From an optimization exercise on the open Yosys and OpenROAD flow, aimed at small area; shortcuts taken in it are not production practice.
The RTL was checked by simulation tests, not by an equivalence proof against the original design.
No activity file was given, so power comes from the tool's default toggle rates.

<file path="design/flow/config.mk">
export PLATFORM = sky130hd
export DESIGN_NAME = FFT_8point_16bit
export DESIGN_NICKNAME = FFT_8point_16bit
export VERILOG_FILES = /design/flow/design.v
export SDC_FILE = /design/flow/constraint.sdc
export NUM_CORES = 4
export LEC_CHECK = 0
export CAP_MARGIN = 20
export CORE_MARGIN = 2
export CORE_UTILIZATION = 40
export SLEW_MARGIN = 20
</file>
<file path="design/flow/constraint.sdc">
create_clock -name core_clock -period 8.5 [get_ports {clk}]
set_input_delay 1.7000 -clock core_clock [delete_from_list [all_inputs] [get_ports {clk}]]
set_output_delay 1.7000 -clock core_clock [all_outputs]
set_load 0.01 [all_outputs]
</file>
<file path="design/flow/design.v">
`timescale 1ns / 1ps
module full_adder(
    input a,
    input b,
    input c,
    output sum,
    output carry
    );
assign sum= a ^ b ^ c;
assign carry = a&b | b&c | c&a;
endmodule
`timescale 1ns / 1ps
module memory_reg_16bit(
	 input [15:0] d,
    input en,clk,rst,
    output [15:0] q
    );
	 reg [15:0] mem;
always@(posedge clk) begin
	if(rst)	mem<=16'b0;
	else begin
		if(en)
			mem<=d;
		else
			mem<=16'b0;
	end
end
assign q=mem;
endmodule
`timescale 1ns / 1ps
module adder_16bit(
    input [15:0] a,b,
	 input ctrl,en,clk,rst,
    output [15:0] sum
     );
	 wire [15:0] sum1,sum2;
	 wire [15:1] carry;
	 full_adder X1(a[0],ctrl^b[0],ctrl,sum1[0],carry[1]);
	 full_adder X2(a[1],ctrl^b[1],carry[1],sum1[1],carry[2]);
	 full_adder X3(a[2],ctrl^b[2],carry[2],sum1[2],carry[3]);
	 full_adder X4(a[3],ctrl^b[3],carry[3],sum1[3],carry[4]);
	 full_adder X5(a[4],ctrl^b[4],carry[4],sum1[4],carry[5]);
	 full_adder X6(a[5],ctrl^b[5],carry[5],sum1[5],carry[6]);
	 full_adder X7(a[6],ctrl^b[6],carry[6],sum1[6],carry[7]);
	 full_adder X8(a[7],ctrl^b[7],carry[7],sum1[7],carry[8]);
	 full_adder X9(a[8],ctrl^b[8],carry[8],sum1[8],carry[9]);
	 full_adder X10(a[9],ctrl^b[9],carry[9],sum1[9],carry[10]);
	 full_adder X11(a[10],ctrl^b[10],carry[10],sum1[10],carry[11]);
	 full_adder X12(a[11],ctrl^b[11],carry[11],sum1[11],carry[12]);
	 full_adder X13(a[12],ctrl^b[12],carry[12],sum1[12],carry[13]);
	 full_adder X14(a[13],ctrl^b[13],carry[13],sum1[13],carry[14]);
	 full_adder X15(a[14],ctrl^b[14],carry[14],sum1[14],carry[15]);
	 full_adder X16(a[15],ctrl^b[15],carry[15],sum1[15],);
	 memory_reg_16bit R1(sum1,en,clk,rst,sum2);
	 assign sum=sum2;
endmodule
`timescale 1ns / 1ps
module constant_multiplier_16bit_RSH1(
    input [15:0] in,
    output [15:0] out
    );
	assign out[0]=in[1];
	assign out[1]=in[2];
	assign out[2]=in[3];
	assign out[3]=in[4];
	assign out[4]=in[5];
	assign out[5]=in[6];
	assign out[6]=in[7];
	assign out[7]=in[8];
	assign out[8]=in[9];
	assign out[9]=in[10];
	assign out[10]=in[11];
	assign out[11]=in[12];
	assign out[12]=in[13];
	assign out[13]=in[14];
	assign out[14]=in[15];
	assign out[15]=in[15];
endmodule
`timescale 1ns / 1ps
module constant_multiplier_16bit_1byroot2(
    input [15:0] in,
	 input en,clk,rst,
    output [15:0] out
    );
	 wire[15:0] o [8:1];
	 wire[15:0] t1,t2,t3,t4,t5;
constant_multiplier_16bit_RSH1 X1(in,o[1]);
constant_multiplier_16bit_RSH1 X2(o[1],o[2]);
constant_multiplier_16bit_RSH1 X3(o[2],o[3]);
constant_multiplier_16bit_RSH1 X4(o[3],o[4]);
constant_multiplier_16bit_RSH1 X5(o[4],o[5]);
constant_multiplier_16bit_RSH1 X6(o[5],o[6]);
constant_multiplier_16bit_RSH1 X7(o[6],o[7]);
constant_multiplier_16bit_RSH1 X8(o[7],o[8]);
adder_16bit A1(o[1],o[3],1'b0,en,clk,rst,t1);
adder_16bit A2(o[4],o[6],1'b0,en,clk,rst,t2);
adder_16bit A3(t1,t2,1'b0,en,clk,rst,t3);
memory_reg_16bit d4(o[8],en,clk,rst,t4);
memory_reg_16bit d5(t4,en,clk,rst,t5);
adder_16bit A4(t3,t5,1'b0,en,clk,rst,out);
endmodule
`timescale 1ns / 1ps
module butterfly1_FFT(
    input [15:0] a,b,
	 input en,clk,rst,ctrl,
    output [15:0] c,d
    );
	adder_16bit A1(b,a,ctrl,en,clk,rst,c);
	adder_16bit A2(a,b,~ctrl,en,clk,rst,d);
endmodule
`timescale 1ns / 1ps
module butterfly2_FFT(
    input [15:0] r,i,
	 input en,clk,rst,
    output [15:0] r1,i1,r2,i2 );
	 wire [15:0] _i;
	 memory_reg_16bit R1(r,en,clk,rst,r1);
	 memory_reg_16bit R2(i,en,clk,rst,i1);
	 memory_reg_16bit R3(r,en,clk,rst,r2);
	 memory_reg_16bit R4(i,en,clk,rst,_i);
	 assign i2=-_i;
endmodule
`timescale 1ns / 1ps
module complex_multiplier_FFT(
    input [15:0] a,b,
	 input en,clk,rst,ctrl,
    output [15:0] r,i
    );
	 wire [15:0] t1,t2,r1,i1;
	adder_16bit A1(b,a,ctrl,en,clk,rst,t1);  
	adder_16bit A2(b,a,~ctrl,en,clk,rst,t2); 
	constant_multiplier_16bit_1byroot2 X1(t1,en,clk,rst,r1);
	constant_multiplier_16bit_1byroot2 X2(t2,en,clk,rst,i1);
	assign r=r1;
	assign i=i1;
endmodule
`timescale 1ns / 1ps
module delay_16bit_4unit(
    input [15:0] in,
    input en,clk,rst,
    output [15:0] out
    );
	 wire [15:0] t[2:0];
	memory_reg_16bit d1(in,en,clk,rst,t[0]);
	memory_reg_16bit d2(t[0],en,clk,rst,t[1]);
	memory_reg_16bit d3(t[1],en,clk,rst,t[2]);
	memory_reg_16bit d4(t[2],en,clk,rst,out);
endmodule
`timescale 1ns / 1ps
module FFT_8point_16bit(
    input [15:0] x0,x1,x2,x3,x4,x5,x6,x7,
	 input en,clk,rst,
    output [15:0] r7,r6,r5,r4,r3,r2,r1,r0,i7,i6,i5,i4,i3,i2,i1,i0);
	 wire [15:0] w[7:0];  
	 wire [15:0] r [7:0];  
	 wire [15:0] i [7:0];  
	 wire [15:0] t1,t2,t3,t4;  
	 wire [15:0] re[7:0];  
	 wire [15:0] im[7:0];  
	 assign r[6]=16'b0;
	 assign i0=16'b0;
	 assign i4=16'b0;
	butterfly1_FFT BF1(x0,x4,en,clk,rst,1'b0,w[0],w[1]);
	butterfly1_FFT BF2(x6,x2,en,clk,rst,1'b0,w[2],w[3]);
	butterfly1_FFT BF3(x1,x5,en,clk,rst,1'b0,w[4],w[5]);
	butterfly1_FFT BF4(x7,x3,en,clk,rst,1'b0,w[6],w[7]);
	butterfly1_FFT BF5(w[0],w[2],en,clk,rst,1'b0,re[0],re[2]);
	butterfly2_FFT BF6(w[1],w[3],en,clk,rst,re[1],im[1],re[3],im[3]);
	butterfly1_FFT BF7(w[4],w[6],en,clk,rst,1'b0,re[4],im[6]);
	delay_16bit_4unit D1(re[0],en,clk,rst,r[0]);   
	delay_16bit_4unit D2(re[2],en,clk,rst,r[2]);
	delay_16bit_4unit D3(re[1],en,clk,rst,r[1]);
	delay_16bit_4unit D4(re[3],en,clk,rst,r[3]);
	delay_16bit_4unit D5(re[4],en,clk,rst,r[4]);
	delay_16bit_4unit D6(im[1],en,clk,rst,i[1]);
	delay_16bit_4unit D7(im[3],en,clk,rst,i[3]);
	delay_16bit_4unit D8(im[6],en,clk,rst,i[6]);
	butterfly2_FFT BF8(w[5],w[7],en,clk,rst,t1,t2,t3,t4);
	complex_multiplier_FFT C1(t1,t2,en,clk,rst,1'b0,r[5],i[5]);
	complex_multiplier_FFT C2(t3,t4,en,clk,rst,1'b1,i[7],r[7]);
	butterfly1_FFT BF9(r[0],r[4],en,clk,rst,1'b0,r0,r4);
	butterfly1_FFT BF10(r[1],r[5],en,clk,rst,1'b0,r1,r5);
	butterfly1_FFT BF11(r[2],r[6],en,clk,rst,1'b0,r2,r6);
	butterfly1_FFT BF12(r[3],i[7],en,clk,rst,1'b0,r3,r7);  
	assign i[2]=16'b0;
	butterfly1_FFT BF13(i[1],i[5],en,clk,rst,1'b0,i1,i5);
	butterfly1_FFT BF14(i[2],i[6],en,clk,rst,1'b0,i6,i2);
	butterfly1_FFT BF15(r[7],i[3],en,clk,rst,1'b1,i3,i7);  
endmodule
</file>
<file path="design/flow/run.sh">
#!/bin/bash
# synth_recipe.tcl (not shown) runs the flow's synth.tcl, then flattens the netlist and writes it again
# the make line also repeats each setting of config.mk as NAME=value (left out here)
make -C /OpenROAD-flow-scripts/flow DESIGN_CONFIG=/design/flow/config.mk WORK_HOME=/design/flow/orfs CLKGATE_MAP_FILE= SYNTH_SCRIPT=/design/flow/synth_recipe.tcl finish
</file>
==> results.sh <==
export IMPL_ys_seq_area_share_pct=53.5
export IMPL_cts_root_buffer="clkbuf_16"
export IMPL_power_internal_mw=10.2
export IMPL_finalSetupTns_ns=0
export IMPL_first_pass_iters=4
export IMPL_cpPeakStageDelay_ns=0.48
export IMPL_wl_per_cell_um=15.5
export IMPL_grt_util_met3_pct=3.07
export IMPL_top_usage_layer="met2"
export IMPL_final_common_cell="dfxtp_1"
export IMPL_switching_share_pct=22.3
export IMPL_ir_drop_mv=0.207
export IMPL_grt_max_degree=276
export IMPL_dpl_cell_count=5442
export IMPL_place_congestion=0.808
export IMPL_die_h_um=348
export IMPL_cp_start_kind="primary input"
export IMPL_insertion_delay_ns=0.73
export IMPL_dpl_worst_slack_ns=0.178
export IMPL_hold_path_class="reg2reg"
export IMPL_postPlaceCellArea_um2=52200
export IMPL_worst_path_most_repeated_cell="fa_1"
export IMPL_post_route_period_util_pct=89.5
export IMPL_comb_power_share_pct=6.6
export IMPL_cts_resized=0
export IMPL_crit_path_end_kind="flip-flop"
export IMPL_power_total_mw=13.2
export IMPL_grtUsageMet2_pct=25.3
export IMPL_skew_ns=0.0240
export IMPL_grt_first_pass_wirelength_mm=140
export IMPL_portBuffers=354
export IMPL_maxCapViolations=0
export IMPL_viasPerCell=4.18
export IMPL_fmax_ghz=0.131
export IMPL_vias=23800
export IMPL_ys_warn_count=4
export IMPL_tritoncts="built"
export IMPL_ios=387
export IMPL_grt_antenna_before_repair=9
export IMPL_design_area_um2=56900
export IMPL_cts_sinks=1268
export IMPL_final_cell_mix="dfxtp_1, and2_1, fa_1, clkdlybuf4s50_1, nor2_1"
export IMPL_setup_violations=0
export IMPL_syn_area_per_cell_um2=12.8
export IMPL_ant_nets=0
export IMPL_status="finished clean"
export IMPL_critical_path_buf_inv_count=2
export IMPL_overflow=0
export IMPL_rows=126
export IMPL_drc=0
export IMPL_grt_use_total_pct=15.2
export IMPL_path_clk_slew_ns=0.06
export IMPL_seqPwrFrac_pct=47.1
export IMPL_hpwl_mm=65.4
export IMPL_drive_above_1_share_pct=5.69
export IMPL_die_w_um=348
export IMPL_initial_core_util_pct=40.2
export IMPL_cp_data_arrival_time_ns=8.17
export IMPL_cts_max_level=4
export IMPL_period_minus_slack_ns=7.61
export IMPL_slew_viol_final=0
export IMPL_post_cts_buffers=0
export IMPL_synthCells=3709
export IMPL_ctsHoldBuffers=0
export IMPL_cp_required_ns=9.07
export IMPL_hold_viol=0
export IMPL_tightestPinTransition_ns=0.944
export IMPL_p_sw_mw=2.94
export IMPL_first_global_vias=25600
export IMPL_clock_path_buffers=3
export IMPL_area_growth_pct=20.0
export IMPL_grt_util_met1_pct=19.6
export IMPL_wl_mm=88.4
export IMPL_timing_final_ws_setup_ns=0.895
export IMPL_nFillCells=10500
export IMPL_drtIter0Drc=968
export IMPL_slew_headroom_pct=37.1
export IMPL_synth_cell_types=37
export IMPL_crit_type="in2reg"
export IMPL_ys_seq_elements=1268
export IMPL_cts_made_buffers=136
export IMPL_cp_max_fo=2
export IMPL_power_density_nw_per_um2=231
export IMPL_cp_cell_sequence="clkdlybuf4s50_1 > inv_1 > ha_1 > fa_1 > fa_1 > fa_1 > fa_1 > fa_1 > fa_1 > fa_1 > fa_1 > fa_1 > fa_1 > fa_1 > fa_1 > fa_1 > fa_1 > xnor2_1 > nor2_1"
export IMPL_p_leak_nw=24.1
export IMPL_final_nets=4797
export IMPL_grt_setup_unrepaired="no"
export IMPL_syn_area_um2=47400
export IMPL_stdcell_count=5686
export IMPL_coreArea_um2=118000
export IMPL_die_area_um2=121000
export IMPL_cp_top_family="adder cells"
export IMPL_slowest_stage="clkdlybuf4s50_1"
export IMPL_clockPowerShare_pct=46.2
## Yosys cell counts
| cell type | number | area share [%] |
|---|---|---|
| or3_2 | 1 | 0.016 |
| inv_1 | 218 | 1.7 |
| a21oi_1 | 2 | 0.021 |
| nor3_4 | 1 | 0.034 |
| fa_1 | 568 | 24 |
| buf_4 | 54 | 0.85 |
| o31ai_1 | 1 | 0.016 |
| nor2b_1 | 2 | 0.026 |
| o21ai_0 | 2 | 0.021 |
| nand4_1 | 4 | 0.053 |
| dfxtp_1 | 1268 | 54 |
| nand2b_1 | 3 | 0.040 |
| or3_1 | 4 | 0.053 |
| xnor2_1 | 55 | 1.0 |
| and2_2 | 1 | 0.016 |
| a211oi_1 | 1 | 0.016 |
| nor2_1 | 299 | 2.4 |
| and3_2 | 1 | 0.016 |
| and4_1 | 1 | 0.018 |
| a21boi_0 | 1 | 0.016 |
| o41a_2 | 1 | 0.026 |
| a31o_2 | 1 | 0.018 |
| or4_1 | 1 | 0.016 |
| clkbuf_1 | 136 | 1.1 |
| and2_1 | 971 | 13 |
| nand3_1 | 5 | 0.053 |
| mux2_1 | 1 | 0.024 |
| nor3_1 | 6 | 0.063 |
| nor4b_1 | 1 | 0.018 |
| buf_2 | 3 | 0.032 |
| xor2_1 | 27 | 0.50 |
| nand2_1 | 6 | 0.047 |
| nor4_2 | 1 | 0.026 |
| buf_1 | 3 | 0.024 |
| conb_1 | 1 | 0.0079 |
| nor4_1 | 4 | 0.053 |
| ha_1 | 54 | 1.4 |
## final cells by class
| class | count | area [µm²] | share of cell area [%] |
|---|---|---|---|
| sequential | 1268 | 25400 | 44.6 |
| multi-input combinational | 2058 | 20400 | 35.9 |
| clock buffer | 188 | 3950 | 6.93 |
| timing repair buffer | 362 | 3670 | 6.44 |
| tap | 1536 | 1920 | 3.38 |
| inverter | 218 | 818 | 1.44 |
| clock inverter | 54 | 759 | 1.33 |
| antenna | 2 | 5.00 | 0.00879 |
## power by group through the flow
| stage | clock [mW] | sequential (mW) | combinational, mW |
|---|---|---|---|
| after floorplan | 0 | 6.31 | 0.489 |
| after global placement | 0 | 6.35 | 0.889 |
| after detailed placement | 0 | 6.35 | 0.894 |
| after CTS | 6.27 | 6.22 | 0.902 |
| after global routing | 6.54 | 6.23 | 0.997 |
| final | 6.09 | 6.21 | 0.870 |
## worst register-to-register path: stages, from the launching register on
cell	delay, ns
dfxtp_1	0.40
inv_1	0.11
ha_1	0.23
fa_1	0.46
fa_1	0.47
fa_1	0.47
fa_1	0.46
fa_1	0.46
fa_1	0.46
fa_1	0.47
fa_1	0.46
fa_1	0.46
fa_1	0.47
fa_1	0.46
fa_1	0.46
fa_1	0.47
fa_1	0.44
xnor2_1	0.17
nor2_1	0.06
## path summary, 6_finish.rpt
path	startpoint	end	slack [ns]	depth (start not counted)
min	D4.d3.mem[14]	D4.d4.mem[14]	0.40	1
max	x1[0]	BF3.A2.R1.mem[15]	0.89	19
max reg2reg	D6.d4.mem[0]	BF15.A1.R1.mem[15]	0.93	18
min reg2reg	D4.d3.mem[14]	D4.d4.mem[14]	0.40	1
## through the flow
stage	hold WS (ns)	utilization [%]
global placement	0.408	44.3
global route	0.422	48.3
finish	0.404	48.3
floorplan	0.406	-
CTS	0.408	48.3
detailed placement	0.410	44.3
## cell families after synthesis
kind of cell    after synthesis  share of synthesized area [%]
other cells                   1                        0.00790
fa+ha+maj                   622                           25.4
buf+inv                     414                           3.71
compound gates                9                          0.135
simple gates               1312                           15.7
flops                      1268                           53.5
xor+xnor                     82                           1.51
mux                           1                         0.0237
## per-layer routing
metal	vias to the layer above	part of all wire, %	wire [µm]
met5	-	0	0
met3	140	4.7	4140
met1	11600	44	39000
met2	421	48	42900
met4	0	2.7	2430
li1	11600	-	-

## separate check: timing with driven ports
The flow's constraints put no driver on any port. The routed layout listed below was extracted and timed again, unchanged, in two steps.
Step 1 assumes that a clkbuf_16 drives the clock port and a buf_2 every other input.
Step 2, shift: input delay + t, output delay - t, t = (earliest + latest rising clock arrival at the registers) / 2. This alone moves slack from input paths to output paths.
Slacks: ideal / step 1 / step 2; pairs: ideal / step 1.
t, ns: 0.784
setup slack, ns: 0.895 / 0.931 / 0.158
worst hold slack (ns): 0.404 / 0.404 / 0.404
After both steps setup and hold are still met in this run. For this run, drivers alone change the setup slack by +0.036 ns; drivers and shift together by -0.737 ns.
